What follows belongs to an exercise in optimizing a design on an open flow for small area and a short achievable clock period; a production flow would make more cautious choices. RTL that was checked went through simulation tests only; none was proved equivalent to the original. Function not checked in runs 1 to 4: the RTL went through the layout flow alone. No activity file was given, so power comes from the tool's default toggle rates.

$ cat design/flow/run.sh
#!/bin/bash
# synth_recipe.tcl (not shown) runs the flow's synth.tcl, then flattens the netlist and writes it again
# the make line also repeats each setting of config.mk as NAME=value (left out here)
make -C /OpenROAD-flow-scripts/flow DESIGN_CONFIG=/design/flow/config.mk WORK_HOME=/design/flow/orfs CLKGATE_MAP_FILE= SYNTH_SCRIPT=/design/flow/synth_recipe.tcl finish
$ cat design/flow/config.mk
export PLATFORM = sky130hd
export DESIGN_NAME = fifo
export DESIGN_NICKNAME = fifo
export VERILOG_FILES = /design/flow/design.v
export SDC_FILE = /design/flow/constraint.sdc
export NUM_CORES = 4
export LEC_CHECK = 0
export CAP_MARGIN = 20
export CORE_MARGIN = 2
export CORE_UTILIZATION = 50
export PLACE_DENSITY = 0.6
export SLEW_MARGIN = 20
export SYNTH_HIERARCHICAL = 1
export SYNTH_MINIMUM_KEEP_SIZE = 0
$ cat design/flow/constraint.sdc
create_clock -name core_clock -period 5.0 [get_ports {clk}]
set_input_delay 1.0000 -clock core_clock [delete_from_list [all_inputs] [get_ports {clk}]]
set_output_delay 1.0000 -clock core_clock [all_outputs]
set_load 0.01 [all_outputs]
$ cat design/flow/design.v
module fifo (
    clk      ,  
    rst      ,  
    data_in  ,  
    rd_en    ,  
    wr_en    ,  
    data_out ,  
    empty    ,  
    full        
);
input clk;
input rst;
input rd_en;
input wr_en;
input [7:0] data_in;
output full;
output empty;
output [7:0] data_out;
reg [7:0]  data_out;
reg        full;
reg        empty;
reg [7:0]  wr_ptr;
reg [7:0]  rd_ptr;
reg [15:0] rd_hi_n;    
reg [15:0] rd_lo_n;    
reg        phase;
reg [7:0] q [0:255];
wire wr_acc = wr_en & ~full & ~rst;
wire rd_acc = rd_en & ~empty;
wire [7:0] wr_ptr_p1 = wr_ptr + 8'd1;
wire [7:0] rd_ptr_p1 = rd_ptr + 8'd1;
wire almost_full  = (wr_ptr_p1 == rd_ptr);    
wire almost_empty = (rd_ptr_p1 == wr_ptr);    
wire sel_cur  = ~full | rd_en;
wire sel_next = wr_acc & (~almost_full | rd_en);
wire [7:0] col_even = (wr_acc & ~wr_ptr[0]) ? (data_in ^ {8{phase}}) : 8'hff;
wire [7:0] col_odd  = (wr_acc &  wr_ptr[0]) ? (data_in ^ {8{phase}}) : 8'hff;
wire [15:0] wr_hi = 16'd1 << wr_ptr[7:4];
wire [15:0] wr_lo = 16'd1 << wr_ptr[3:0];
wire [15:0] z_cur  = wr_lo & {16{sel_cur}};
wire [15:0] z_next = {wr_lo[14:0], 1'b0} & {16{sel_next}};
wire        z_wrap = wr_lo[15] & sel_next;
wire [15:0] z = z_cur | z_next;
genvar k, b, j;
generate
  for (k = 0; k < 256; k = k + 1) begin : row
    wire r;
    if ((k & 15) != 0) begin : mid
      g_and2 u_r (.a(wr_hi[k >> 4]), .b(z[k & 15]), .y(r));
    end else begin : first
      assign r = (wr_hi[k >> 4] & z[0]) |
                 (wr_hi[((k >> 4) + 15) & 15] & z_wrap) |
                 ((k == 0) & rst);
    end
    wire [7:0] c = (k & 1) ? col_odd : col_even;
    wire [7:0] d;
    for (b = 0; b < 8; b = b + 1) begin : cb
      g_a21oi u_c (.a1(r), .a2(c[b]), .b1(q[k][b]), .y(d[b]));
    end
    always @(posedge clk)
      q[k] <= d;
  end
endgenerate
wire [255:0] rsel;
generate
  for (k = 0; k < 256; k = k + 1) begin : rs
    g_nor2 u_s (.a(rd_hi_n[k >> 4]), .b(rd_lo_n[k & 15]), .y(rsel[k]));
  end
endgenerate
wire [7:0] rd_data;
generate
  for (b = 0; b < 8; b = b + 1) begin : rt
    wire [127:0] l1;   
    wire [31:0]  l2;   
    wire [7:0]   l3;   
    wire [1:0]   l4;   
    for (j = 0; j < 128; j = j + 1) begin : a
      g_a22oi u (.a1(rsel[2*j]), .a2(q[2*j][b]), .b1(rsel[2*j+1]), .b2(q[2*j+1][b]), .y(l1[j]));
    end
    for (j = 0; j < 32; j = j + 1) begin : n2
      g_nand4 u (.a(l1[4*j]), .b(l1[4*j+1]), .c(l1[4*j+2]), .d(l1[4*j+3]), .y(l2[j]));
    end
    for (j = 0; j < 8; j = j + 1) begin : n3
      g_nor4 u (.a(l2[4*j]), .b(l2[4*j+1]), .c(l2[4*j+2]), .d(l2[4*j+3]), .y(l3[j]));
    end
    for (j = 0; j < 2; j = j + 1) begin : n4
      g_nand4 u (.a(l3[4*j]), .b(l3[4*j+1]), .c(l3[4*j+2]), .d(l3[4*j+3]), .y(l4[j]));
    end
    assign rd_data[b] = l4[0] | l4[1];
  end
endgenerate
always @(posedge clk) begin
  phase <= ~phase & ~rst;
  if (rst) begin
    wr_ptr   <= 8'd0;
    rd_ptr   <= 8'd0;
    rd_hi_n  <= 16'hfffe;
    rd_lo_n  <= 16'hfffe;
    data_out <= 8'd0;
    full     <= 1'b0;
    empty    <= 1'b1;
  end else begin
    if (wr_acc) wr_ptr <= wr_ptr_p1;
    if (rd_acc) begin
      rd_ptr   <= rd_ptr_p1;
      rd_lo_n  <= {rd_lo_n[14:0], rd_lo_n[15]};
      if (~rd_lo_n[15]) rd_hi_n <= {rd_hi_n[14:0], rd_hi_n[15]};
      data_out <= rd_data ^ {8{phase}};
    end
    if (full)  full  <= ~rd_en;
    else       full  <= wr_acc & ~rd_acc & almost_full;
    if (empty) empty <= ~wr_en;
    else       empty <= rd_acc & ~wr_acc & almost_empty;
  end
end
endmodule
module g_and2 (input a, input b, output y);
  assign y = a & b;
endmodule
module g_nor2 (input a, input b, output y);
  assign y = ~(a | b);
endmodule
module g_a21oi (input a1, input a2, input b1, output y);
  assign y = ~((a1 & a2) | b1);
endmodule
module g_a22oi (input a1, input a2, input b1, input b2, output y);
  assign y = ~((a1 & a2) | (b1 & b2));
endmodule
module g_nand4 (input a, input b, input c, input d, output y);
  assign y = ~(a & b & c & d);
endmodule
module g_nor4 (input a, input b, input c, input d, output y);
  assign y = ~(a | b | c | d);
endmodule
==> flow_metrics.tcl, run 1 <==
set metrics [dict create \
    synthToLayoutAreaGrowth_pct 15.45 \
    endpoint_kind "flip-flop" \
    fin_cells 9077 \
    fmax_mhz 252.2 \
    cts_setup_buffers 0 \
    ant_nets 0 \
    drt_wl_total_mm 282.5 \
    drv_cap 0 \
    initial_core_util 0.5047 \
    cts_tree "built" \
    drt-pass1-iter-count 6 \
    arrival_ns 4.76 \
    post-place-ws_ns 0.4178 \
    netlist_instances 6435 \
    period_share 0.7931 \
    clockBufferDepth 3 \
    drc 0 \
    report.final.setup_viol 0 \
    dpl.hpwl_mm 181.8 \
    die_area_mm2 0.1636 \
    grt_pass1_wl_mm 406.7 \
    grt_pass1_vias 56369 \
    hp-class "reg -> reg" \
    track_usage 0.3388 \
    wl_per_cell_um 31.12 \
    startpoint_type "flip-flop" \
    finClkSkew_ns 0.02778 \
    core.rowCount 146 \
    vias_per_cell 6.353 \
    antenna_found_initial 24 \
    numCtsBuffers 213 \
    drive_gt1_frac 0.5341 \
    ir_drop_v 0.0004261 \
    htree_num_levels 4 \
    clkSinkCount 2107 \
    postSynthAreaPerCell_um2 12.47 \
    status "complete, no violations" \
    synth_seq_cells 2107 \
    grt_max_degree 75 \
    rsz0062_at_grt "no" \
    post_synth_num_cell_types 44 \
    ctsHoldBuffers 0 \
    gr-total-overflow 0 \
    io_buffers 21 \
    worst_pin_slew_ns 1.127 \
    cts-resized-gates 0 \
    die_x_um 404.5 \
    io_pins 22 \
    synth_area_mm2 0.08021 \
    yosysWarnings 9 \
    ys_seq_area_frac 0.5258 \
    cts-root-buf "clkbuf_16" \
    power_density_mw_per_mm2 383.2 \
    finalMaxSlewViolations 0 \
    hold_viol 0 \
    die_h_um 404.5 \
    leakagePower_uw 0.03127 \
    finalNetCount 6835 \
    drt_iter0_drc 4890 \
    cts.clk_slew.worst_paths_ns 0.06 \
    dpl.cell_count 8673 \
    timing.final.crit_period_ns 3.965 \
    synth_ff_type "dfxtp_1" \
    gp_congestion 0.8887 \
    coreArea_mm2 0.1589 \
    worstSetupPathType "reg -> reg" \
    synthesis.nets 6454 \
    clock_latency_ns 0.87 \
    relSlewSlack 0.2462 \
    setup_ws_ns 1.035 \
    synth_edf_count 0 \
    crit_required_ns 5.79 \
    async_flop_share 0 \
    via_count 57664 \
    critPathMaxFanout 11 \
]
==> stage by stage <==
step                      power [µW]  hold slack [ns]  cell area, µm²    util   TNS, ns
final                          35490           0.4309           92610  0.5827         0
after global routing           36420           0.4385           92590  0.5826         0
after CTS                      35650           0.4336           92590  0.5826         0
after detailed placement       19280           0.4250           85310  0.5368         0
after global placement         19260           0.4207           85310  0.5368         0
after floorplan                18360           0.4156           80210       -  -1114.73
==> cell usage after synthesis (all sizes together), types with 11 or more instances <==
| cell | n | area [µm²] |
|---|---|---|
| a211o | 15 | 131.4 |
| a21oi | 2067 | 18030 |
| a22oi | 1025 | 12820 |
| and2 | 243 | 1520 |
| clkbuf | 33 | 123.9 |
| dfxtp | 2107 | 42180 |
| nand2 | 104 | 390.4 |
| nand3 | 29 | 145.1 |
| nand3b | 15 | 112.6 |
| nand4 | 283 | 1770 |
| nor2 | 293 | 1100 |
| nor2b | 20 | 125.1 |
| nor3 | 11 | 55.05 |
| nor4 | 68 | 832.1 |
| o21ai | 30 | 150.2 |
| xnor2 | 25 | 219.0 |
| xor2 | 12 | 105.1 |
==> logic make-up after synthesis <==
| family | synth area share |
|---|---|
| xor gates and xnor gates | 0.004040 |
| buffers and inverters | 0.002106 |
| and+or+nand+nor | 0.07713 |
| AOI/OAI and AO/OA | 0.3895 |
| muxes | 0.0002496 |
| adders and majority gates | 0.001092 |
| DFF | 0.5258 |
==> final cells by class <==
| type | count | area, µm² |
|---|---|---|
| antenna | 6 | 15.01 |
| clock buffer | 329 | 6495 |
| clock inverter | 69 | 788.3 |
| fill | 13243 | 66320 |
| inverter | 5 | 18.77 |
| multi-input combinational | 4284 | 38270 |
| sequential | 2107 | 42200 |
| tap | 2072 | 2592 |
| timing repair buffer | 205 | 2225 |
==> per-module statistics from Yosys, one instance, submodules excluded <==
module,flops+latches,copies in the design
g_a22oi,0,1024
g_and2,0,240
g_nor2,0,256
g_nor4,0,64
g_a21oi,0,2048
g_nand4,0,272
fifo,2107,1
==> power breakdown <==
part           total, µW  leakage (µW)  switching, µW  internal [µW]
Sequential         17300        0.0192            310          17000
Clock              16500       0.00362           6860           9680
Combinational       1600       0.00842           1160            440
==> worst paths after layout <==
check	startpoint	end	slack (ns)	depth (start not counted)
worst min-delay path	q[14][6]$_DFF_P_	q[14][6]$_DFF_P_	0.43	1
worst min register to register	q[14][6]$_DFF_P_	q[14][6]$_DFF_P_	0.43	1
worst max-delay path	rd_lo_n[10]$_SDFFE_PP1P_	data_out[6]$_SDFFE_PP0P_	1.03	11
worst max register to register	rd_lo_n[10]$_SDFFE_PP1P_	data_out[6]$_SDFFE_PP0P_	1.03	11
==> critical path: stages (launching register included) <==
cell     delay, ns
dfxtp_2       1.03
buf_4         0.33
nor2_1        0.20
a22oi_2       0.32
nand4_1       0.25
nor4_2        0.76
nand4_1       0.24
buf_4         0.23
nor2_1        0.12
xnor2_1       0.14
nand2_1       0.10
a21oi_1       0.15
==> layer usage <==
| layer | global-route usage | vias up | part of all wire | wire (µm) |
|---|---|---|---|---|
| li1 | - | 25484 | - | - |
| met1 | 0.4723 | 29761 | 0.45 | 127400 |
| met2 | 0.5348 | 1945 | 0.45 | 128300 |
| met3 | 0.05088 | 466 | 0.060 | 17050 |
| met4 | 0.1167 | 8 | 0.034 | 9654 |
| met5 | 0 | - | 0.00017 | 47 |
==> state kept, by name, indices dropped and copies added, names as in the netlist <==
signal and count:
q 2048, rd_hi_n 16, wr_ptr 8, full 1, rd_lo_n 16, rd_ptr 8
data_out 8, phase 1, empty 1
==> layout by cell type, fill, tap and decap left out, types with 8 or more instances in the layout <==
master	instances
nand2b_1	8
a21oi_1	19
nor2b_1	19
nand3b_1	15
bufinv_16	15
xnor2_1	25
clkbuf_8	58
xor2_1	12
nand2_4	16
nand4_1	283
o21ai_0	11
nand3_1	29
clkbuf_16	220
dfxtp_2	16
nor2_1	289
and2_1	243
a22oi_2	1024
o21ai_1	8
buf_12	51
o22ai_4	8
a211o_1	15
clkbuf_1	51
clkinv_2	43
a21oi_2	2048
dfxtp_1	2091
nor4_2	65
clkdlybuf4s50_1	20
nand2_1	88
buf_4	133
==> inputs of run 2 (changes only) <==
==> design/flow/flow/run.sh (new file) <==
#!/bin/bash
# Standard flow, with one step added after synthesis: the single-gate cells
# that synthesis mapped to drive strength 2 are set back to drive strength 1
# (timing repair later upsizes the ones that need it).
set -euo pipefail
R=orfs/results/sky130hd/fifo/base
bash standard.sh synth > log_synth.txt 2>&1
cat > downsize.tcl <<TCL
read_db $R/1_synth.odb
set db [ord::get_db]
set block [ord::get_db_block]
set n 0
foreach pair {{a21oi_2 a21oi_1} {a22oi_2 a22oi_1}} {
  set from sky130_fd_sc_hd__[lindex \$pair 0]
  set to [\$db findMaster sky130_fd_sc_hd__[lindex \$pair 1]]
  foreach inst [\$block getInsts] {
    if {[[\$inst getMaster] getName] eq \$from} {
      \$inst swapMaster \$to
      incr n
    }
  }
}
puts "downsized \$n instances"
write_db $R/1_synth.odb
TCL
openroad -no_init -exit downsize.tcl > log_downsize.txt 2>&1
touch $R/1_synth.sdc
bash standard.sh finish > log_finish.txt 2>&1
==> design/flow/standard.sh (new file) <==
#!/bin/bash
# synth_recipe.tcl (not shown) runs the flow's synth.tcl, then flattens the netlist and writes it again
# the make line also repeats each setting of config.mk as NAME=value (left out here)
make -C /OpenROAD-flow-scripts/flow DESIGN_CONFIG=/design/flow/config.mk WORK_HOME=/design/flow/orfs CLKGATE_MAP_FILE= SYNTH_SCRIPT=/design/flow/synth_recipe.tcl "${@:-finish}"
removed: design/flow/run.sh
==> run 2 against run 1 <==
Net effect: clock power decreased by 5%; synthesized cell count unchanged; final cell count shrank 4.1%; final area shrank 15%; sequential cell count unchanged; non-clock buffer count fell by 40; clock-buffer cell count shrank 26; combinational power fell by 22%; largest cell class unchanged; highest routed layer unchanged.
==> flow_metrics.tcl, run 2 <==
set metrics [dict create \
    drv_cap 0 \
    crit_required_ns 5.78 \
    grt_max_degree 69 \
    dpl.cell_count 8329 \
    reg2regPathDepth 9 \
    cts-resized-gates 0 \
    startpoint_type "flip-flop" \
    power_uw 34210 \
    ant_nets 0 \
    io_buffers 21 \
    report.final.setup_viol 0 \
    drt-pass1-iter-count 8 \
    via_count 58187 \
    endpoint_kind "flip-flop" \
    finClkSkew_ns 0.03093 \
    finalNetCount 6785 \
    worstSetupPathType "reg -> reg" \
    grt_pass1_vias 54010 \
    synth_area_mm2 0.06740 \
    gr-total-overflow 0 \
    final_common_cell "dfxtp_1" \
    cts.clk_slew.worst_paths_ns 0.06 \
    regMostFlops "q" \
    wl_per_cell_um 29.61 \
    yosysWarnings 9 \
    clkSinkCount 2107 \
    period_share 0.8768 \
    io_pins 22 \
    synthToLayoutAreaGrowth_pct 16.54 \
    setup-tns-final_ns 0 \
    post-place-ws_ns 0.5552 \
    vias_per_cell 6.683 \
    cts_setup_buffers 0 \
    core.rowCount 134 \
    drt_wl_total_mm 257.8 \
    antenna_found_initial 13 \
    htree_num_levels 4 \
    drc 0 \
    hp-class "reg -> reg" \
    dpl.hpwl_mm 160.2 \
    hold_viol 0 \
    coreArea_mm2 0.1336 \
    largest_reg_flops 2048 \
    die_h_um 371.2 \
    drive_gt1_frac 0.08642 \
    setup_ws_ns 0.6158 \
    finalMaxSlewViolations 0 \
    clock_latency_ns 0.85 \
    synthesis.nets 6454 \
    fin_cells 8707 \
    die_area_mm2 0.1378 \
    post_dp_cell_area_mm2 0.07171 \
    netlist_instances 6435 \
    cts_tree "built" \
    largestRegisters "q (2048), rd_hi_n (16), rd_lo_n (16)" \
    relSlewSlack 0.1778 \
    ir_drop_v 0.0003482 \
    track_usage 0.3616 \
    rsz0062_at_grt "no" \
    arrival_ns 5.16 \
    hold-path-cell-count 1 \
    ctsHoldBuffers 0 \
    layout_common_cells "dfxtp_1, a21oi_1, a22oi_1, nor2_1, nand4_1" \
    design_area_mm2 0.07855 \
    critPathMaxFanout 18 \
    grt_pass1_wl_mm 369.2 \
    postSynthAreaPerCell_um2 10.47 \
    initial_core_util 0.5044 \
    status "complete, no violations" \
    numCtsBuffers 203 \
    clockBufferDepth 3 \
    worst_pin_slew_ns 1.229 \
    timing.final.crit_period_ns 4.384 \
    gp_congestion 0.9346 \
    drt_iter0_drc 8335 \
    leakagePower_uw 0.02864 \
    fmax_mhz 228.1 \
    power_density_mw_per_mm2 435.5 \
    die_x_um 371.2 \
    cts-root-buf "clkbuf_16" \
]
## run 2: path summary, 6_finish.rpt
kind / from / end / slack [ns]
setup reg to reg: rd_hi_n[14]$_SDFFE_PP1P_ / data_out[1]$_SDFFE_PP0P_ / 0.62
setup / recovery: rd_hi_n[14]$_SDFFE_PP1P_ / data_out[1]$_SDFFE_PP0P_ / 0.62
hold / removal: q[218][1]$_DFF_P_ / q[218][1]$_DFF_P_ / 0.41
hold reg to reg: q[218][1]$_DFF_P_ / q[218][1]$_DFF_P_ / 0.41
## run 2: layout make-up
cell class / instances / area, µm²
diodes: 8 / 20.02
clock buffers: 303 / 6065
clock inverters: 67 / 750.7
fillers: 11420 / 55080
inverters: 5 / 18.77
multi-input cells: 4284 / 25470
flip-flops and latches: 2107 / 42200
well taps: 1768 / 2212
repair buffers: 165 / 1812
## run 2: worst max-delay path, stage by stage (launching register included)
cell and delay (ns):
dfxtp_1 0.97, nor2_1 0.40, a22oi_1 0.32, nand4_1 0.22, nor4_2 0.79, nand4_1 0.61, nor2_1 0.56, xnor2_1 0.17
nand2_1 0.09, a21oi_1 0.17
## run 2: through the flow
stage | hold slack, ns | util
6_report | 0.4054 | 0.5878
3_5_place_dp | 0.3993 | 0.5366
4_1_cts | 0.4072 | 0.5876
2_1_floorplan | 0.3891 | -
5_1_grt | 0.4137 | 0.5877
3_3_place_gp | 0.3960 | 0.5366
## run 2: report_power, final
part,switching (µW),internal (µW)
clock,6610,9080
combinational,932,322
sequential,228,17000
## run 2: metal layers
| metal | global-route usage | part of all wire | vias up |
|---|---|---|---|
| met5 | 0 | 0.000058 | - |
| met4 | 0.1474 | 0.042 | 2 |
| met3 | 0.07806 | 0.11 | 579 |
| met2 | 0.5268 | 0.42 | 3566 |
| met1 | 0.5190 | 0.43 | 28598 |
| li1 | - | - | 25442 |
==> inputs of run 3 (changes only) <==
--- a/design/flow/config.mk
+++ b/design/flow/config.mk
@@ -7,8 +7,11 @@
 export LEC_CHECK = 0
 export CAP_MARGIN = 20
 export CORE_MARGIN = 2
-export CORE_UTILIZATION = 50
-export PLACE_DENSITY = 0.6
+export CORE_UTILIZATION = 55
+export CTS_BUF_LIST = sky130_fd_sc_hd__clkbuf_8
+export CTS_CLUSTER_SIZE = 30
+export PLACE_DENSITY = 0.65
+export SETUP_SLACK_MARGIN = 2.6
 export SLEW_MARGIN = 20
 export SYNTH_HIERARCHICAL = 1
 export SYNTH_MINIMUM_KEEP_SIZE = 0
==> run 3 against run 2 <==
Net effect: area after synthesis unchanged; largest cell class unchanged; combinational power up 59%; critical endpoint is now data_out[5]$_SDFFE_PP0P_; sequential power about the same; highest routed layer unchanged; largest power group unchanged; die area down 9.0%; routed wire length up 10%; critical path type unchanged; synthesized cell count unchanged; still clean on timing, DRC and antenna; critical path depth up 1; clock power down 7%.
==> flow_metrics.tcl, run 3 <==
set metrics [dict create \
    status "complete, no violations" \
    finalMaxSlewViolations 0 \
    startpoint_type "flip-flop" \
    initial_core_util 0.5538 \
    grt_pass1_vias 60121 \
    clkSinkCount 2107 \
    synthesis.nets 6454 \
    crit_chain "buf_6 -> nor2_4 -> a22oi_1 -> nand4_1 -> nor4_4 -> nand4_1 -> nor2_2 -> xnor2_1 -> nand2_1 -> a21oi_1" \
    vias_per_cell 6.924 \
    n_fill_cell 8201 \
    timing.final.crit_period_ns 3.323 \
    ctsHoldBuffers 0 \
    design_area_mm2 0.09145 \
    clkPwrFrac 0.432 \
    critPathMaxFanout 8 \
    power_density_mw_per_mm2 370.2 \
    finalNetCount 7110 \
    final_common_cell "dfxtp_1" \
    relSlewSlack 0.1716 \
    io_pins 22 \
    yosysWarnings 9 \
    gp_congestion 0.9013 \
    drt-pass1-iter-count 9 \
    drive_gt1_frac 0.4766 \
    rsz0062_at_grt "yes" \
    numCtsBuffers 337 \
    endpoint_kind "flip-flop" \
    coreArea_mm2 0.1217 \
    seqPwrFrac 0.510 \
    report.final.setup_viol 0 \
    drc 0 \
    core.rowCount 128 \
    antenna_found_initial 7 \
    io_buffers 21 \
    ir_drop_v 0.0003086 \
    via_count 61933 \
    cp-endpoint "data_out[5]$_SDFFE_PP0P_" \
    swShare 0.2443 \
    cts.clk_slew.worst_paths_ns 0.06 \
    grt_pass1_wl_mm 403.3 \
    regMostFlops "q" \
    cp_slowest_stage_delay_ns 0.65 \
    crit_required_ns 5.93 \
    hp-class "reg -> reg" \
    worstSetupPathType "reg -> reg" \
    clock_latency_ns 1.04 \
    largest_reg_flops 2048 \
    pwr-share-comb 0.059 \
    post_dp_cell_area_mm2 0.07193 \
    worst_pin_slew_ns 1.243 \
    htree_num_levels 5 \
    drt_wl_total_mm 284.3 \
    crit_family "simple AND/OR/NAND/NOR gates" \
    switching_power_uw 8271 \
    cts-root-buf "clkbuf_8" \
    fmax_mhz 300.9 \
    gr-total-overflow 0 \
    wl_per_cell_um 31.78 \
    setup-tns-final_ns 0 \
    clockBufferDepth 4 \
    finClkSkew_ns 0.05442 \
    die_x_um 354.1 \
    ant_nets 0 \
    critical_path.most_common_cell "nand4_1" \
    postSynthAreaPerCell_um2 10.47 \
    hold_viol 0 \
    track_usage 0.4323 \
    die_h_um 354.1 \
    internal_power_uw 25580 \
    period_share 0.6647 \
    crit_slowest_cell "nand4_1" \
    netlist_instances 6435 \
    multi_input_area_mm2 0.03578 \
    layout_common_cells "dfxtp_1, a21oi_2, a22oi_1, clkbuf_8, nand4_1" \
    grt_max_degree 81 \
    cp_num_cells 10 \
    leakagePower_uw 0.03384 \
    rr_endpoint "data_out[5]$_SDFFE_PP0P_" \
    die_area_mm2 0.1254 \
    startpoint "rd_hi_n[10]$_SDFFE_PP1P_" \
    arrival_ns 4.25 \
    largestRegisters "q (2048), rd_hi_n (16), rd_lo_n (16)" \
    worst-r2r-setup-slack_ns 1.68 \
    synth_area_mm2 0.06740 \
    path_buf_inv 1 \
    drv_cap 0 \
    seqCellArea_mm2 0.04233 \
    reg2regPathDepth 10 \
    cts_tree "built" \
    drt_iter0_drc 8426 \
    dpl.hpwl_mm 156.0 \
    hold-path-cell-count 1 \
    r2r_start "rd_hi_n[10]$_SDFFE_PP1P_" \
    synthToLayoutAreaGrowth_pct 35.68 \
]
run 3: final cells by class:
type	instances	share of cell area
Antenna cell	8	0.0002189
Clock buffer	421	0.06336
Clock inverter	139	0.008674
Inverter	5	0.0003694
Multi-Input combinational cell	4297	0.3913
Sequential cell	2107	0.4629
Tap cell	1625	0.02223
Timing Repair Buffer	343	0.05098
run 3: what timing repair did:
| item | in CTS | in global routing |
|---|---|---|
| buffers inserted | 141 | 44 |
| endpoints found under the setup margin | 2067 | 2066 |
| gates resized for setup | 2631 | 401 |
| pin swaps | 1890 | 418 |
| gates cloned | 25 | 2 |
| endpoints found under the hold margin | 0 | 0 |
run 3: stage by stage:
stage                 util  hold slack, ns  total power [µW]  worst slack (ns)  instances
global placement    0.5893          0.3959             18820            0.5491       8157
finish              0.7513          0.4144             33860             1.677       8945
CTS                 0.7349          0.4076             33700             2.140       8891
global route        0.7512          0.4221             34680             1.857       8940
floorplan                -          0.3891             18110             2.114       6435
detailed placement  0.5909          0.3993             18850            0.6017       8165
run 3: power by group through the flow:
| stage | registers, µW | clock network [µW] | logic, µW |
|---|---|---|---|
| 6_report | 17200 | 14600 | 1990 |
| 4_1_cts | 17200 | 14700 | 1810 |
| 2_1_floorplan | 17500 | 0 | 565 |
| 5_1_grt | 17300 | 15400 | 1990 |
| 3_3_place_gp | 17600 | 0 | 1190 |
| 3_5_place_dp | 17600 | 0 | 1210 |
run 3: worst min-delay path by stage:
stage                              endpoint         startpoint  slack (ns)
final                     q[145][4]$_DFF_P_  q[145][4]$_DFF_P_        0.41
after CTS                 q[134][0]$_DFF_P_  q[134][0]$_DFF_P_        0.41
after floorplan             q[0][0]$_DFF_P_    q[0][0]$_DFF_P_        0.39
after global placement    q[122][0]$_DFF_P_  q[122][0]$_DFF_P_        0.40
after global routing       q[14][6]$_DFF_P_   q[14][6]$_DFF_P_        0.42
after detailed placement    q[0][4]$_DFF_P_    q[0][4]$_DFF_P_        0.40
run 3: layer usage:
layer  up-vias  wire length, µm  track usage
li1      26059                -            -
met1     30316           107500       0.5515
met2      4299           120600       0.6313
met3      1245            33820       0.1253
met4        14            22240       0.3000
met5         -              133     0.002264
==> inputs of run 4 (changes only) <==
--- a/design/flow/design.v
+++ b/design/flow/design.v
@@ -19,24 +19,30 @@
 reg [7:0]  data_out;
 reg        full;
 reg        empty;
-reg [7:0]  wr_ptr;
+reg [7:0]  wr_ptr;     
+reg [7:0]  arr_ptr;    
 reg [7:0]  rd_ptr;
 reg [15:0] rd_hi_n;    
 reg [15:0] rd_lo_n;    
 reg        phase;
+reg        pend_v;
+reg [7:0]  pend_d;
 reg [7:0] q [0:255];
-wire wr_acc = wr_en & ~full & ~rst;
+wire wr_acc = wr_en & ~full;
 wire rd_acc = rd_en & ~empty;
-wire [7:0] wr_ptr_p1 = wr_ptr + 8'd1;
-wire [7:0] rd_ptr_p1 = rd_ptr + 8'd1;
+wire [7:0] wr_ptr_p1  = wr_ptr + 8'd1;
+wire [7:0] rd_ptr_p1  = rd_ptr + 8'd1;
+wire [7:0] arr_ptr_p1 = arr_ptr + 8'd1;
 wire almost_full  = (wr_ptr_p1 == rd_ptr);    
 wire almost_empty = (rd_ptr_p1 == wr_ptr);    
-wire sel_cur  = ~full | rd_en;
-wire sel_next = wr_acc & (~almost_full | rd_en);
-wire [7:0] col_even = (wr_acc & ~wr_ptr[0]) ? (data_in ^ {8{phase}}) : 8'hff;
-wire [7:0] col_odd  = (wr_acc &  wr_ptr[0]) ? (data_in ^ {8{phase}}) : 8'hff;
-wire [15:0] wr_hi = 16'd1 << wr_ptr[7:4];
-wire [15:0] wr_lo = 16'd1 << wr_ptr[3:0];
+wire rd_pend      = pend_v & (arr_ptr == rd_ptr);
+wire sel_cur  = pend_v | ~full;
+wire sel_next = pend_v & ~full;
+wire [7:0] col_data = pend_d ^ {8{phase}};
+wire [7:0] col_even = (pend_v & ~arr_ptr[0]) ? col_data : 8'hff;
+wire [7:0] col_odd  = (pend_v &  arr_ptr[0]) ? col_data : 8'hff;
+wire [15:0] wr_hi = 16'd1 << arr_ptr[7:4];
+wire [15:0] wr_lo = 16'd1 << arr_ptr[3:0];
 wire [15:0] z_cur  = wr_lo & {16{sel_cur}};
 wire [15:0] z_next = {wr_lo[14:0], 1'b0} & {16{sel_next}};
 wire        z_wrap = wr_lo[15] & sel_next;
@@ -49,8 +55,7 @@
       g_and2 u_r (.a(wr_hi[k >> 4]), .b(z[k & 15]), .y(r));
     end else begin : first
       assign r = (wr_hi[k >> 4] & z[0]) |
-                 (wr_hi[((k >> 4) + 15) & 15] & z_wrap) |
-                 ((k == 0) & rst);
+                 (wr_hi[((k >> 4) + 15) & 15] & z_wrap);
     end
     wire [7:0] c = (k & 1) ? col_odd : col_even;
     wire [7:0] d;
@@ -89,23 +94,31 @@
     assign rd_data[b] = l4[0] | l4[1];
   end
 endgenerate
+wire [7:0] rd_val = rd_pend ? pend_d : (rd_data ^ {8{phase}});
 always @(posedge clk) begin
   phase <= ~phase & ~rst;
   if (rst) begin
     wr_ptr   <= 8'd0;
+    arr_ptr  <= 8'd0;
     rd_ptr   <= 8'd0;
     rd_hi_n  <= 16'hfffe;
     rd_lo_n  <= 16'hfffe;
     data_out <= 8'd0;
     full     <= 1'b0;
     empty    <= 1'b1;
+    pend_v   <= 1'b0;
   end else begin
-    if (wr_acc) wr_ptr <= wr_ptr_p1;
+    pend_v <= wr_acc;
+    if (wr_acc) begin
+      pend_d <= data_in;
+      wr_ptr <= wr_ptr_p1;
+    end
+    if (pend_v) arr_ptr <= arr_ptr_p1;
     if (rd_acc) begin
       rd_ptr   <= rd_ptr_p1;
       rd_lo_n  <= {rd_lo_n[14:0], rd_lo_n[15]};
       if (~rd_lo_n[15]) rd_hi_n <= {rd_hi_n[14:0], rd_hi_n[15]};
-      data_out <= rd_data ^ {8{phase}};
+      data_out <= rd_val;
     end
     if (full)  full  <= ~rd_en;
     else       full  <= wr_acc & ~rd_acc & almost_full;
--- a/design/flow/config.mk
+++ b/design/flow/config.mk
@@ -7,10 +7,8 @@
 export LEC_CHECK = 0
 export CAP_MARGIN = 20
 export CORE_MARGIN = 2
-export CORE_UTILIZATION = 55
-export CTS_BUF_LIST = sky130_fd_sc_hd__clkbuf_8
-export CTS_CLUSTER_SIZE = 30
-export PLACE_DENSITY = 0.65
+export CORE_UTILIZATION = 50
+export PLACE_DENSITY = 0.6
 export SETUP_SLACK_MARGIN = 2.6
 export SLEW_MARGIN = 20
 export SYNTH_HIERARCHICAL = 1
==> run 4 against run 3 <==
Net effect: clock skew shrank 0.022 ns; clock-buffer cell count down 119; core utilization fell by 15 points; non-clock buffer count decreased by 127; total power grew 3.0%; still clean on timing, DRC and antenna.
==> flow_metrics.tcl, run 4 <==
set metrics [dict create \
    status "complete, no violations" \
    arrival_ns 3.74 \
    rsz0062_at_grt "yes" \
    gp_congestion 0.9351 \
    synthesis.nets 6494 \
    drt_iter0_drc 8069 \
    numCtsBuffers 204 \
    worst_pin_slew_ns 1.047 \
    initial_core_util 0.5035 \
    pwr-share-comb 0.055 \
    htree_num_levels 4 \
    drive_gt1_frac 0.1412 \
    crit_required_ns 5.73 \
    core.rowCount 135 \
    cts_tree "built" \
    ant_nets 0 \
    leakagePower_uw 0.03304 \
    fmax_mhz 332.0 \
    r2r_start "rd_lo_n[12]$_SDFFE_PP1P_" \
    report.final.setup_viol 0 \
    grt_max_degree 99 \
    startpoint_type "flip-flop" \
    via_count 59054 \
    critPathMaxFanout 8 \
    min-delay-start "q[41][2]$_DFF_P_" \
    vias_per_cell 6.699 \
    swShare 0.2344 \
    wl_per_cell_um 29.99 \
    die_h_um 373.4 \
    drv_cap 0 \
    switching_power_uw 8172 \
    clkSinkCount 2124 \
    clkPwrFrac 0.441 \
    cts.clk_slew.worst_paths_ns 0.07 \
    antenna_found_initial 17 \
    hold_viol 0 \
    endpoint_kind "flip-flop" \
    die_x_um 373.4 \
    track_usage 0.3630 \
    ir_drop_v 0.0003829 \
    yosysWarnings 9 \
    die_area_mm2 0.1394 \
    relSlewSlack 0.3017 \
    gr-total-overflow 0 \
    regMostFlops "q" \
    internal_power_uw 26690 \
    final_common_cell "dfxtp_1" \
    power_density_mw_per_mm2 428.1 \
    startpoint "rd_lo_n[12]$_SDFFE_PP1P_" \
    drt-pass1-iter-count 7 \
    grt_pass1_wl_mm 379.9 \
    synth_area_mm2 0.06821 \
    cts-root-buf "clkbuf_16" \
    whs_ns 0.4041 \
    hp-class "reg -> reg" \
    setup-tns-final_ns 0 \
    netlist_instances 6474 \
    ctsHoldBuffers 0 \
    largestRegisters "q (2048), rd_hi_n (16), rd_lo_n (16)" \
    timing.final.crit_period_ns 3.012 \
    clock_latency_ns 0.84 \
    drc 0 \
    clockBufferDepth 3 \
    io_buffers 21 \
    largest_reg_flops 2048 \
    finClkSkew_ns 0.03267 \
    finalMaxSlewViolations 0 \
    period_share 0.6024 \
    dpl.hpwl_mm 156.7 \
    io_pins 22 \
    worstSetupPathType "reg -> reg" \
    finalNetCount 6878 \
    postSynthAreaPerCell_um2 10.54 \
    coreArea_mm2 0.1355 \
    layout_common_cells "dfxtp_1, a21oi_1, a22oi_1, nand4_1, nor2_1" \
    seqPwrFrac 0.504 \
    synthToLayoutAreaGrowth_pct 19.37 \
    drt_wl_total_mm 264.4 \
    grt_pass1_vias 55654 \
]
==> run 4: final timing paths <==
path                                                 end  slack, ns  cells after the start
worst max-delay path            data_out[7]$_SDFFE_PP0P_       1.99                     10
worst min-delay path                    q[41][2]$_DFF_P_       0.40                      1
worst max register to register  data_out[7]$_SDFFE_PP0P_       1.99                     10
worst min register to register          q[41][2]$_DFF_P_       0.40                      1
==> run 4: area by class of cell <==
class,instances,area (µm²)
diodes,19,47.55
clock buffers,302,6018
clock inverters,62,636.9
fillers,11325,54040
inverters,23,135.1
multi-input cells,4289,26930
flip-flops and latches,2124,42770
well taps,1781,2228
repair buffers,216,2658
==> run 4: worst max-delay path: stages (launching register included) <==
cell      delay, ns
dfxtp_4        0.41
buf_12         0.17
nor2_1         0.17
a22oi_1        0.24
nand4_1        0.37
nor4_4         0.50
nand4_1        0.33
nor2_2         0.23
xnor2_1        0.14
mux2i_1        0.09
a211oi_1       0.24
==> run 4: what timing repair did <==
item | CTS | global route
endpoints found under the setup margin | 2066 | 1885
hold endpoints to repair | 0 | 0
gates cloned | 4 | 1
pin swaps | 160 | 38
buffers inserted | 122 | 0
gates resized for setup | 440 | 133
==> run 4: metal layers <==
metal  vias to the layer above  share of wire  track usage
met4                        20          0.054       0.1790
li1                      25697              -            -
met3                       803          0.097      0.06789
met2                      3551           0.44       0.5554
met5                         -        0.00048            0
met1                     28983           0.41       0.4935
==> run 4: metrics by stage <==
stage          setup WS, ns  total power [µW]  instance area [µm²]  cells  utilization
6_report              1.988             34860                81430   8816       0.6011
5_1_grt               2.028             35700                81380   8799       0.6008
4_1_cts               2.162             34840                81030   8796       0.5982
3_5_place_dp          1.042             19510                71410   8306       0.5271
3_3_place_gp          1.043             19490                71370   8304       0.5269
2_1_floorplan         1.953             18610                68230   6474            -
==> run 4: power by group through the flow <==
stage / clock, µW / combinational, µW / sequential, µW
detailed placement: 0 / 1510 / 18000
global placement: 0 / 1490 / 18000
floorplan: 0 / 753 / 17900
finish: 15400 / 1920 / 17600
CTS: 15500 / 1820 / 17500
global route: 16200 / 1940 / 17600
==> inputs of run 5 (changes only) <==
--- a/design/flow/design.v
+++ b/design/flow/design.v
@@ -77,21 +77,25 @@
   for (b = 0; b < 8; b = b + 1) begin : rt
     wire [127:0] l1;   
     wire [31:0]  l2;   
-    wire [7:0]   l3;   
-    wire [1:0]   l4;   
+    wire [15:0]  l3;   
+    wire [3:0]   l4;   
+    wire [1:0]   l5;   
     for (j = 0; j < 128; j = j + 1) begin : a
       g_a22oi u (.a1(rsel[2*j]), .a2(q[2*j][b]), .b1(rsel[2*j+1]), .b2(q[2*j+1][b]), .y(l1[j]));
     end
     for (j = 0; j < 32; j = j + 1) begin : n2
       g_nand4 u (.a(l1[4*j]), .b(l1[4*j+1]), .c(l1[4*j+2]), .d(l1[4*j+3]), .y(l2[j]));
     end
-    for (j = 0; j < 8; j = j + 1) begin : n3
-      g_nor4 u (.a(l2[4*j]), .b(l2[4*j+1]), .c(l2[4*j+2]), .d(l2[4*j+3]), .y(l3[j]));
+    for (j = 0; j < 16; j = j + 1) begin : n3
+      g_nor2 u (.a(l2[2*j]), .b(l2[2*j+1]), .y(l3[j]));
     end
-    for (j = 0; j < 2; j = j + 1) begin : n4
+    for (j = 0; j < 4; j = j + 1) begin : n4
       g_nand4 u (.a(l3[4*j]), .b(l3[4*j+1]), .c(l3[4*j+2]), .d(l3[4*j+3]), .y(l4[j]));
     end
-    assign rd_data[b] = l4[0] | l4[1];
+    for (j = 0; j < 2; j = j + 1) begin : n5
+      g_nor2 u (.a(l4[2*j]), .b(l4[2*j+1]), .y(l5[j]));
+    end
+    g_nand2 u6 (.a(l5[0]), .b(l5[1]), .y(rd_data[b]));
   end
 endgenerate
 wire [7:0] rd_val = rd_pend ? pend_d : (rd_data ^ {8{phase}});
@@ -142,6 +146,6 @@
 module g_nand4 (input a, input b, input c, input d, output y);
   assign y = ~(a & b & c & d);
 endmodule
-module g_nor4 (input a, input b, input c, input d, output y);
-  assign y = ~(a | b | c | d);
+module g_nand2 (input a, input b, output y);
+  assign y = ~(a & b);
 endmodule
==> run 5 against run 4 <==
Net effect: sequential share of layout area decreased by 0.60 points; clock skew down 0.0062 ns; routed wire length grew 6.5%; area after synthesis decreased by 0.34%; non-clock buffer count increased by 18; combinational power increased by 5%; critical path depth rose by 1.
==> flow_metrics.tcl, run 5 <==
set metrics [dict create \
    yosysWarnings 9 \
    final_core_util 0.6096 \
    post-place-ws_ns 1.171 \
    track_usage 0.3865 \
    report.final.setup_viol 0 \
    whs_ns 0.4058 \
    wl_per_cell_um 31.43 \
    critPathMaxFanout 8 \
    final_common_cell "dfxtp_1" \
    worstSetupPathType "reg -> reg" \
    fin_cells 8962 \
    largestRegisters "q (2048), rd_hi_n (16), rd_lo_n (16)" \
    numCtsBuffers 205 \
    grt_max_degree 91 \
    clock_latency_ns 0.85 \
    crit_required_ns 5.72 \
    ir_drop_v 0.0003790 \
    drive_gt1_frac 0.1535 \
    gp_congestion 0.9264 \
    period_share 0.5838 \
    grt_pass1_vias 55961 \
    n_fill_cell 11187 \
    die_x_um 372.7 \
    endpoint_kind "flip-flop" \
    drt_wl_total_mm 281.6 \
    status "complete, no violations" \
    drc 0 \
    grt_pass1_wl_mm 397.2 \
    initial_core_util 0.5031 \
    startpoint_type "flip-flop" \
    arrival_ns 3.64 \
    finalMaxSlewViolations 0 \
    dpl.hpwl_mm 159.9 \
    synth_area_mm2 0.06798 \
    drv_cap 0 \
    htree_num_levels 4 \
    setup_ws_ns 2.081 \
    worst_pin_slew_ns 1.126 \
    hp-class "reg -> reg" \
    timing.final.crit_period_ns 2.919 \
    ant_nets 0 \
    rsz0062_at_grt "yes" \
    die_area_mm2 0.1389 \
    io_buffers 21 \
    fmax_mhz 342.6 \
    postSynthAreaPerCell_um2 10.34 \
    antenna_found_initial 23 \
    layout_common_cells "dfxtp_1, a21oi_1, a22oi_1, nand4_1, nor2_1" \
    finClkSkew_ns 0.02649 \
    vias_per_cell 6.719 \
    regMostFlops "q" \
    relSlewSlack 0.2494 \
    leakagePower_uw 0.03341 \
    drt-pass1-iter-count 6 \
    cts_tree "built" \
    drt_iter0_drc 8287 \
    gr-total-overflow 0 \
    die_h_um 372.7 \
    clockBufferDepth 3 \
    finalNetCount 7006 \
    clkSinkCount 2124 \
    cts-root-buf "clkbuf_16" \
    power_density_mw_per_mm2 432.6 \
    core.rowCount 135 \
    largest_reg_flops 2048 \
    synthesis.nets 6593 \
    setup-tns-final_ns 0 \
    cts.clk_slew.worst_paths_ns 0.06 \
    hold_viol 0 \
    dpl.cell_count 8410 \
    coreArea_mm2 0.1351 \
    via_count 60219 \
    netlist_instances 6573 \
    io_pins 22 \
    synthToLayoutAreaGrowth_pct 21.17 \
]
run 5: worst paths after layout:
check | from | to | slack (ns) | cells past startpoint
worst max-delay path | rd_lo_n[14]$_SDFFE_PP1P_ | data_out[2]$_SDFFE_PP0P_ | 2.08 | 11
worst min-delay path | q[70][2]$_DFF_P_ | q[70][2]$_DFF_P_ | 0.41 | 1
worst max register to register | rd_lo_n[14]$_SDFFE_PP1P_ | data_out[2]$_SDFFE_PP0P_ | 2.08 | 11
worst min register to register | q[70][2]$_DFF_P_ | q[70][2]$_DFF_P_ | 0.41 | 1
run 5: routing by layer:
metal | wire length, µm | vias up | global-route usage
met5 | 78 | - | 0
met4 | 17330 | 12 | 0.2126
met3 | 30630 | 819 | 0.08419
met2 | 121300 | 3918 | 0.5798
met1 | 112300 | 29439 | 0.5188
li1 | - | 26031 | -
run 5: final cells by class:
class                   count  area [µm²]  share of cell area
flip-flops and latches   2124       42770              0.5193
multi-input cells        4397       27290              0.3313
clock buffers             308        6166             0.07485
repair buffers            234        2843             0.03451
well taps                1781        2228             0.02705
clock inverters            67       859.6             0.01043
inverters                  23       138.9            0.001686
diodes                     27       67.56           0.0008202
repair inverters            1       5.005          0.00006076
run 5: repair_timing:
action | 4_1_cts | 5_1_grt
gates resized for setup | 550 | 159
gates cloned | 13 | 4
hold buffers | 0 | 0
setup buffers | 125 | 8
pin swaps | 158 | 88
setup endpoints to repair | 2066 | 1821
hold endpoints to repair | 0 | 0
run 5: per-stage QoR:
stage               power [µW]  cell area [µm²]
finish                   35640            82380
detailed placement       19460            71340
global route             36430            82340
global placement         19450            71340
floorplan                18510            68020
CTS                      35550            81650
run 5: power by group:
part	switching (µW)	leakage (µW)	internal [µW]	total, µW
Sequential	253	0.0179	17300	17500
Clock	6690	0.00345	9420	16100
Combinational	1450	0.0121	566	2010
Total	8390	0.0334	27200	35600
run 5: critical path, stage by stage (launching register included):
cell,delay (ns)
dfxtp_4,0.41
buf_12,0.18
nor2_1,0.14
a22oi_1,0.28
nand4_1,0.23
nor2_2,0.23
nand4_1,0.44
nor2_1,0.25
nand2_1,0.12
xnor2_2,0.15
nor3_1,0.06
a211o_1,0.28
==> inputs of run 6 (changes only) <==
--- a/design/flow/design.v
+++ b/design/flow/design.v
@@ -66,13 +66,18 @@
       q[k] <= d;
   end
 endgenerate
+wire       take_arr = rd_acc & ~rst & ~rd_pend;
+wire [7:0] d_early  = take_arr ? {8{phase}} :
+                      rst      ? 8'd0 :
+                      rd_acc   ? pend_d : data_out;
 wire [255:0] rsel;
 generate
   for (k = 0; k < 256; k = k + 1) begin : rs
     g_nor2 u_s (.a(rd_hi_n[k >> 4]), .b(rd_lo_n[k & 15]), .y(rsel[k]));
   end
 endgenerate
-wire [7:0] rd_data;
+wire [7:0] rd_hit;
+wire [7:0] data_out_d;
 generate
   for (b = 0; b < 8; b = b + 1) begin : rt
     wire [127:0] l1;   
@@ -95,10 +100,12 @@
     for (j = 0; j < 2; j = j + 1) begin : n5
       g_nor2 u (.a(l4[2*j]), .b(l4[2*j+1]), .y(l5[j]));
     end
-    g_nand2 u6 (.a(l5[0]), .b(l5[1]), .y(rd_data[b]));
+    g_a21oi u6 (.a1(l5[0]), .a2(l5[1]), .b1(~take_arr), .y(rd_hit[b]));
+    g_xor2 u7 (.a(rd_hit[b]), .b(d_early[b]), .y(data_out_d[b]));
   end
 endgenerate
-wire [7:0] rd_val = rd_pend ? pend_d : (rd_data ^ {8{phase}});
+always @(posedge clk)
+  data_out <= data_out_d;
 always @(posedge clk) begin
   phase <= ~phase & ~rst;
   if (rst) begin
@@ -107,7 +114,6 @@
     rd_ptr   <= 8'd0;
     rd_hi_n  <= 16'hfffe;
     rd_lo_n  <= 16'hfffe;
-    data_out <= 8'd0;
     full     <= 1'b0;
     empty    <= 1'b1;
     pend_v   <= 1'b0;
@@ -122,7 +128,6 @@
       rd_ptr   <= rd_ptr_p1;
       rd_lo_n  <= {rd_lo_n[14:0], rd_lo_n[15]};
       if (~rd_lo_n[15]) rd_hi_n <= {rd_hi_n[14:0], rd_hi_n[15]};
-      data_out <= rd_val;
     end
     if (full)  full  <= ~rd_en;
     else       full  <= wr_acc & ~rd_acc & almost_full;
@@ -149,3 +154,6 @@
 module g_nand2 (input a, input b, output y);
   assign y = ~(a & b);
 endmodule
+module g_xor2 (input a, input b, output y);
+  assign y = a ^ b;
+endmodule
--- a/design/flow/flow/run.sh
+++ b/design/flow/flow/run.sh
@@ -25,4 +25,6 @@
 TCL
 openroad -no_init -exit downsize.tcl > log_downsize.txt 2>&1
 touch $R/1_synth.sdc
+# input and output ports get a buf_4 rather than the smallest buffer
+export BUFFER_PORTS_ARGS="-buffer_cell sky130_fd_sc_hd__buf_4"
 bash standard.sh finish > log_finish.txt 2>&1
==> run 6 against run 5 <==
Net effect: global-route usage shrank 1.3 points; area after synthesis fell by 0.10%; combinational power is essentially flat; synthesized cell count up 0.17%; non-clock buffer count is 21 lower; critical endpoint is now data_out[0]$_DFF_P_; first-iteration DRC count grew 5.5%; clock-buffer cell count fell by 7; routed wire length fell by 2.3%; still clean on timing, DRC and antenna.
==> flow_metrics.tcl, run 6 <==
set metrics [dict create \
    cts.clk_slew.worst_paths_ns 0.06 \
    drv_cap 0 \
    startpoint "rd_hi_n[2]$_SDFFE_PP1P_" \
    ctsHoldBuffers 0 \
    grt_pass1_wl_mm 384.3 \
    swShare 0.2382 \
    grt_busiest_layer "met2" \
    leakagePower_uw 0.03351 \
    drt_iter0_drc 8739 \
    drt-pass1-iter-count 6 \
    htree_num_levels 4 \
    synth_area_mm2 0.06791 \
    clkSinkCount 2124 \
    pwr-share-comb 0.057 \
    internal_power_uw 27150 \
    report.final.setup_viol 0 \
    synthesis.nets 6604 \
    die_area_mm2 0.1388 \
    endpoint_kind "flip-flop" \
    worstSetupPathType "reg -> reg" \
    post_dp_cell_area_mm2 0.07113 \
    ir_drop_v 0.0002776 \
    period_share 0.5356 \
    core.rowCount 135 \
    die_h_um 372.5 \
    grt_util_met3 0.09580 \
    io_pins 22 \
    rsz0062_at_grt "yes" \
    postSynthAreaPerCell_um2 10.31 \
    post-place-ws_ns 1.304 \
    min-delay-start "data_in[2]" \
    design_area_mm2 0.08221 \
    hold_viol 0 \
    final_common_cell "dfxtp_1" \
    gr-total-overflow 0 \
    regMostFlops "q" \
    worst_pin_slew_ns 0.8633 \
    yosysWarnings 9 \
    finClkSkew_ns 0.03457 \
    numCtsBuffers 208 \
    grt_pass1_vias 56240 \
    gp_congestion 0.9496 \
    grt_max_degree 97 \
    critPathMaxFanout 8 \
    status "complete, no violations" \
    layout_common_cells "dfxtp_1, a21oi_1, a22oi_1, nand4_1, nor2_1" \
    die_x_um 372.5 \
    track_usage 0.3737 \
    clkPwrFrac 0.451 \
    cts_tree "built" \
    fmax_mhz 373.4 \
    initial_core_util 0.5026 \
    use_met2 0.5500 \
    netlist_instances 6584 \
    cts-root-buf "clkbuf_16" \
    setup-tns-final_ns 0 \
    antenna_found_initial 16 \
    via_count 60132 \
    switching_power_uw 8490 \
    wl_per_cell_um 30.77 \
    gr-usage-met1 0.5090 \
    io_buffers 21 \
    setup_ws_ns 2.322 \
    ant_nets 0 \
    clock_latency_ns 0.85 \
    seqPwrFrac 0.492 \
    startpoint_type "flip-flop" \
    finalMaxSlewViolations 0 \
    vias_per_cell 6.721 \
    arrival_ns 3.39 \
    power_density_mw_per_mm2 433.6 \
    drive_gt1_frac 0.1576 \
    dpl.cell_count 8418 \
    r2r_start "rd_hi_n[2]$_SDFFE_PP1P_" \
    fin_cells 8947 \
    hp-class "in -> reg" \
    drt_wl_total_mm 275.3 \
    largestRegisters "q (2048), rd_hi_n (16), rd_lo_n (16)" \
    crit_required_ns 5.71 \
    largest_reg_flops 2048 \
    final_core_util 0.6084 \
    timing.final.crit_period_ns 2.678 \
    dpl.hpwl_mm 155.1 \
    finalNetCount 6995 \
    clockBufferDepth 3 \
    synthToLayoutAreaGrowth_pct 21.05 \
    coreArea_mm2 0.1351 \
    drc 0 \
    relSlewSlack 0.4224 \
]
## run 6: final timing paths
| check | end | slack [ns] | depth (start not counted) |
|---|---|---|---|
| hold reg to reg | q[134][7]$_DFF_P_ | 0.41 | 1 |
| hold / removal | pend_d[2]$_DFFE_PP_ | 0.35 | 1 |
| setup reg to reg | data_out[0]$_DFF_P_ | 2.32 | 10 |
| setup / recovery | data_out[0]$_DFF_P_ | 2.32 | 10 |
## run 6: repair_timing
| action | 4_1_cts | 5_1_grt |
|---|---|---|
| endpoints found under the setup margin | 2008 | 1874 |
| gates cloned | 9 | 11 |
| setup buffers | 92 | 16 |
| resized for setup | 547 | 193 |
| pin swaps | 161 | 65 |
| hold endpoints to repair | 0 | 0 |
## run 6: per-layer routing
metal  part of all wire  wire length [µm]
met1               0.41            112100
met2               0.42            116400
met3               0.12             31670
met4              0.055             15120
met5            0.00011                29
## run 6: power by group through the flow
stage / Sequential (µW) / Clock, µW / Combinational [µW]
final: 17500 / 16100 / 2030
after global routing: 17500 / 16800 / 2030
after CTS: 17500 / 16200 / 1810
after floorplan: 17800 / 0 / 675
after detailed placement: 18000 / 0 / 1490
after global placement: 18000 / 0 / 1480
## run 6: worst max-delay path, stage by stage, from the launching register on
cell and delay (ns):
dfxtp_4 0.37, buf_12 0.17, buf_16 0.18, nor2_4 0.08, a22oi_1 0.29, nand4_1 0.19
nor2_4 0.17, nand4_1 0.46, nor2_4 0.32, a21oi_1 0.13, xor2_1 0.16
## run 6: stage by stage
stage	hold slack (ns)	power [µW]
floorplan	0.3891	18510
global placement	0.3965	19430
detailed placement	0.3993	19440
CTS	0.3095	35510
global route	0.3307	36410
finish	0.3452	35640
## run 6: area by class of cell
class	count	area [µm²]
inverters	24	142.6
multi-input cells	4403	27260
clock inverters	80	903.4
flip-flops and latches	2124	42740
diodes	20	50.05
repair inverters	1	5.005
well taps	1781	2228
clock buffers	301	6130
fillers	11124	52920
repair buffers	213	2751
==> inputs of run 7 (changes only) <==
--- a/design/flow/design.v
+++ b/design/flow/design.v
@@ -24,6 +24,8 @@
 reg [7:0]  rd_ptr;
 reg [15:0] rd_hi_n;    
 reg [15:0] rd_lo_n;    
+reg [15:0] rd_hi_n1, rd_hi_n2, rd_hi_n3;
+reg [15:0] rd_lo_n1, rd_lo_n2, rd_lo_n3;
 reg        phase;
 reg        pend_v;
 reg [7:0]  pend_d;
@@ -47,12 +49,14 @@
 wire [15:0] z_next = {wr_lo[14:0], 1'b0} & {16{sel_next}};
 wire        z_wrap = wr_lo[15] & sel_next;
 wire [15:0] z = z_cur | z_next;
+wire [15:0] z_n = ~z;
+wire [15:0] wr_hi_n = ~wr_hi;
 genvar k, b, j;
 generate
   for (k = 0; k < 256; k = k + 1) begin : row
     wire r;
     if ((k & 15) != 0) begin : mid
-      g_and2 u_r (.a(wr_hi[k >> 4]), .b(z[k & 15]), .y(r));
+      g_nor2 u_r (.a(wr_hi_n[k >> 4]), .b(z_n[k & 15]), .y(r));
     end else begin : first
       assign r = (wr_hi[k >> 4] & z[0]) |
                  (wr_hi[((k >> 4) + 15) & 15] & z_wrap);
@@ -73,7 +77,11 @@
 wire [255:0] rsel;
 generate
   for (k = 0; k < 256; k = k + 1) begin : rs
-    g_nor2 u_s (.a(rd_hi_n[k >> 4]), .b(rd_lo_n[k & 15]), .y(rsel[k]));
+    wire hn = (((k & 15) >> 2) == 0) ? rd_hi_n[k >> 4]  : (((k & 15) >> 2) == 1) ? rd_hi_n1[k >> 4] :
+              (((k & 15) >> 2) == 2) ? rd_hi_n2[k >> 4] : rd_hi_n3[k >> 4];
+    wire ln = ((k >> 6) == 0) ? rd_lo_n[k & 15]  : ((k >> 6) == 1) ? rd_lo_n1[k & 15] :
+              ((k >> 6) == 2) ? rd_lo_n2[k & 15] : rd_lo_n3[k & 15];
+    g_nor2 u_s (.a(hn), .b(ln), .y(rsel[k]));
   end
 endgenerate
 wire [7:0] rd_hit;
@@ -106,14 +114,31 @@
 endgenerate
 always @(posedge clk)
   data_out <= data_out_d;
+wire [15:0] rd_lo_n_d = rst ? 16'hfffe : rd_acc ? {rd_lo_n[14:0], rd_lo_n[15]} : rd_lo_n;
+wire [15:0] rd_hi_n_d = rst ? 16'hfffe : (rd_acc & ~rd_lo_n[15]) ? {rd_hi_n[14:0], rd_hi_n[15]} : rd_hi_n;
+wire [15:0] rd_lo_n_d1, rd_lo_n_d2, rd_lo_n_d3, rd_hi_n_d1, rd_hi_n_d2, rd_hi_n_d3;
+g_buf16 u_bl1 (.a(rd_lo_n_d), .y(rd_lo_n_d1));
+g_buf16 u_bl2 (.a(rd_lo_n_d), .y(rd_lo_n_d2));
+g_buf16 u_bl3 (.a(rd_lo_n_d), .y(rd_lo_n_d3));
+g_buf16 u_bh1 (.a(rd_hi_n_d), .y(rd_hi_n_d1));
+g_buf16 u_bh2 (.a(rd_hi_n_d), .y(rd_hi_n_d2));
+g_buf16 u_bh3 (.a(rd_hi_n_d), .y(rd_hi_n_d3));
+always @(posedge clk) begin
+  rd_lo_n  <= rd_lo_n_d;
+  rd_hi_n  <= rd_hi_n_d;
+  rd_lo_n1 <= rd_lo_n_d1;
+  rd_lo_n2 <= rd_lo_n_d2;
+  rd_lo_n3 <= rd_lo_n_d3;
+  rd_hi_n1 <= rd_hi_n_d1;
+  rd_hi_n2 <= rd_hi_n_d2;
+  rd_hi_n3 <= rd_hi_n_d3;
+end
 always @(posedge clk) begin
   phase <= ~phase & ~rst;
   if (rst) begin
     wr_ptr   <= 8'd0;
     arr_ptr  <= 8'd0;
     rd_ptr   <= 8'd0;
-    rd_hi_n  <= 16'hfffe;
-    rd_lo_n  <= 16'hfffe;
     full     <= 1'b0;
     empty    <= 1'b1;
     pend_v   <= 1'b0;
@@ -126,8 +151,6 @@
     if (pend_v) arr_ptr <= arr_ptr_p1;
     if (rd_acc) begin
       rd_ptr   <= rd_ptr_p1;
-      rd_lo_n  <= {rd_lo_n[14:0], rd_lo_n[15]};
-      if (~rd_lo_n[15]) rd_hi_n <= {rd_hi_n[14:0], rd_hi_n[15]};
     end
     if (full)  full  <= ~rd_en;
     else       full  <= wr_acc & ~rd_acc & almost_full;
@@ -135,9 +158,6 @@
     else       empty <= rd_acc & ~wr_acc & almost_empty;
   end
 end
-endmodule
-module g_and2 (input a, input b, output y);
-  assign y = a & b;
 endmodule
 module g_nor2 (input a, input b, output y);
   assign y = ~(a | b);
@@ -151,9 +171,9 @@
 module g_nand4 (input a, input b, input c, input d, output y);
   assign y = ~(a & b & c & d);
 endmodule
-module g_nand2 (input a, input b, output y);
-  assign y = ~(a & b);
-endmodule
 module g_xor2 (input a, input b, output y);
   assign y = a ^ b;
 endmodule
+module g_buf16 (input [15:0] a, output [15:0] y);
+  assign y = a;
+endmodule
--- a/design/flow/config.mk
+++ b/design/flow/config.mk
@@ -8,6 +8,8 @@
 export CAP_MARGIN = 20
 export CORE_MARGIN = 2
 export CORE_UTILIZATION = 50
+export CTS_CLUSTER_DIAMETER = 80
+export CTS_CLUSTER_SIZE = 25
 export PLACE_DENSITY = 0.6
 export SETUP_SLACK_MARGIN = 2.6
 export SLEW_MARGIN = 20
==> run 7 against run 6 <==
Net effect: worst setup slack improved by 0.12 ns; via count decreased by 3.7%; core utilization decreased by 4.1 points; register-to-register slack improved by 0.12 ns; clock skew decreased by 0.0016 ns; maximum frequency increased by 4.5%; combinational power decreased by 13%; sequential share of layout area increased by 4.7 points; non-clock buffer count decreased by 102; largest cell class unchanged; highest routed layer unchanged.
==> flow_metrics.tcl, run 7 <==
set metrics [dict create \
    status "complete, no violations" \
    crit_slowest_cell "dfxtp_4" \
    arrival_ns 3.18 \
    track_usage 0.3508 \
    critPathMaxFanout 8 \
    netlist_instances 6753 \
    grt_pass1_vias 53795 \
    cts_tree "built" \
    die_area_mm2 0.1427 \
    io_buffers 21 \
    crit_required_ns 5.62 \
    gp_congestion 0.9184 \
    grt_busiest_layer "met2" \
    timing.final.crit_period_ns 2.562 \
    period_share 0.5124 \
    finalMaxSlewViolations 0 \
    grt_max_degree 129 \
    fin_cells 8753 \
    final_common_cell "dfxtp_1" \
    layout_common_cells "dfxtp_1, a21oi_1, a22oi_1, nor2_1, nand4_1" \
    drt-pass1-iter-count 8 \
    clkSinkCount 2220 \
    ir_drop_v 0.0002495 \
    setup-tns-final_ns 0 \
    fmax_mhz 390.3 \
    synth_area_mm2 0.06983 \
    ctsHoldBuffers 0 \
    r2r_start "rd_lo_n[4]$_DFF_P_" \
    worst_pin_slew_ns 1.008 \
    rsz0062_at_grt "yes" \
    cp_slowest_stage_delay_ns 0.44 \
    finClkSkew_ns 0.03293 \
    report.final.setup_viol 0 \
    clock_latency_ns 0.76 \
    n_fill_cell 11825 \
    dpl.cell_count 8557 \
    htree_num_levels 3 \
    drt_wl_total_mm 258.9 \
    hold-path-cell-count 1 \
    grt_util_met3 0.07644 \
    core.rowCount 137 \
    synthToLayoutAreaGrowth_pct 13.02 \
    initial_core_util 0.5023 \
    ant_nets 0 \
    drc 0 \
    use_met2 0.5145 \
    io_pins 22 \
    gr-usage-met1 0.4983 \
    via_count 57928 \
    antenna_found_initial 9 \
    vias_per_cell 6.618 \
    die_h_um 377.7 \
    drt_iter0_drc 7585 \
    startpoint_type "flip-flop" \
    hold_viol 0 \
    power_density_mw_per_mm2 383.4 \
    cts-root-buf "clkbuf_16" \
    postSynthAreaPerCell_um2 10.34 \
    worstSetupPathType "reg -> reg" \
    finalNetCount 6858 \
    min-delay-start "q[142][1]$_DFF_P_" \
    leakagePower_uw 0.03085 \
    drv_cap 0 \
    endpoint_kind "flip-flop" \
    synthesis.nets 6773 \
    crit_chain "nor2_2 -> a22oi_1 -> nand4_1 -> nor2_2 -> nand4_1 -> nor2_4 -> a21oi_1 -> xor2_1" \
    grt_pass1_wl_mm 371.1 \
    startpoint "rd_lo_n[4]$_DFF_P_" \
    drive_gt1_frac 0.1251 \
    clockBufferDepth 3 \
    reg2regPathDepth 8 \
    relSlewSlack 0.3281 \
    cts.clk_slew.worst_paths_ns 0.10 \
    dpl.hpwl_mm 156.0 \
    multi_input_area_mm2 0.02712 \
    gr-total-overflow 0 \
    yosysWarnings 9 \
    regMostFlops "q" \
    largest_reg_flops 2048 \
    die_x_um 377.7 \
    coreArea_mm2 0.1390 \
    numCtsBuffers 104 \
    wl_per_cell_um 29.58 \
    seqCellArea_mm2 0.04477 \
    hp-class "reg -> reg" \
]
[run 7: report_power, final]
part	internal [µW]	total (µW)	switching (µW)
logic	476	1760	1290
registers	18100	18500	392
clock network	4320	10000	5700
[run 7: final cells by class]
class	count	share of cell area
clock inverter	24	0.004138
inverter	5	0.0002854
clock buffer	119	0.03567
timing repair buffer	111	0.01918
sequential	2220	0.5672
antenna	2	0.00006341
multi-input combinational	4395	0.3436
timing repair inverter	1	0.00006341
tap	1876	0.02974
[run 7: timing repair]
item                                    4_1_cts  5_1_grt
pin swaps                                    51       68
endpoints found under the setup margin     2070     1665
gates cloned                                  8        2
gates resized for setup                     614      254
setup buffers                                32        9
[run 7: routing by layer]
metal | share of wire | wire length [µm]
met1 | 0.42 | 109500
met2 | 0.42 | 109900
met3 | 0.11 | 27800
met4 | 0.045 | 11560
met5 | 0.00025 | 64
[run 7: critical path: cells and delay by family (launching register included)]
kind | cells | cell delay, ns
xor gates and xnor gates | 1 | 0.16
AOI/OAI and AO/OA | 2 | 0.41
and+or+nand+nor | 5 | 1.41
DFF | 1 | 0.44
[run 7: final timing paths]
path | endpoint | slack (ns)
setup / recovery | data_out[5]$_DFF_P_ | 2.44
hold / removal | q[142][1]$_DFF_P_ | 0.41
setup reg to reg | data_out[5]$_DFF_P_ | 2.44
hold reg to reg | q[142][1]$_DFF_P_ | 0.41
[run 7: stage by stage]
step                      area, µm²  worst slack [ns]  total power, µW    util  hold slack, ns
after floorplan               69830             1.985            19420       -          0.3891
after global placement        72090             1.500            20270  0.5186          0.3965
after detailed placement      72100             1.585            20290  0.5186          0.3993
after CTS                     77820             2.521            30220  0.5598          0.3744
after global routing          78920             2.436            31050  0.5677          0.3970
final                         78920             2.438            30260  0.5677          0.4106

## port drivers added, routing unchanged
How much do the figures lean on ideal ports? The routed layouts below were timed once more, with nothing changed but the port constraints. Step 1 sets driving cells, clkbuf_16 on the clock port and buf_2 on the other inputs (assumed; they add their load-dependent delay and slew). Step 2 adds t to the input delays and takes it off the output delays; t is the mean of the earliest and latest rising clock arrival at the registers after step 1. Input paths then give back, and output paths get back, about the clock's delay inside the block. Slacks: no drivers / after step 1 / after step 2; pairs: no drivers / after step 1.
| run | t (ns) | setup WS [ns] | clock arrival spread, ns |
|---|---|---|---|
| run 1 | 0.946 | 1.035 / 1.035 / 0.371 | 0.028 / 0.028 |
| run 2 | 0.907 | 0.616 / 0.616 / 0.490 | 0.036 / 0.035 |
| run 3 | 1.103 | 1.677 / 1.677 / 1.061 | 0.061 / 0.061 |
| run 4 | 0.897 | 1.988 / 1.988 / 1.988 | 0.034 / 0.034 |
| run 5 | 0.922 | 2.081 / 2.081 / 1.760 | 0.036 / 0.037 |
| run 6 | 0.907 | 2.322 / 2.322 / 2.059 | 0.036 / 0.037 |
| run 7 | 0.837 | 2.438 / 2.438 / 1.890 | 0.039 / 0.039 |
After both steps every run listed still meets setup and hold. For run 1, which loses most, drivers alone change the setup slack by 0.000 ns; drivers and shift together by -0.664 ns.
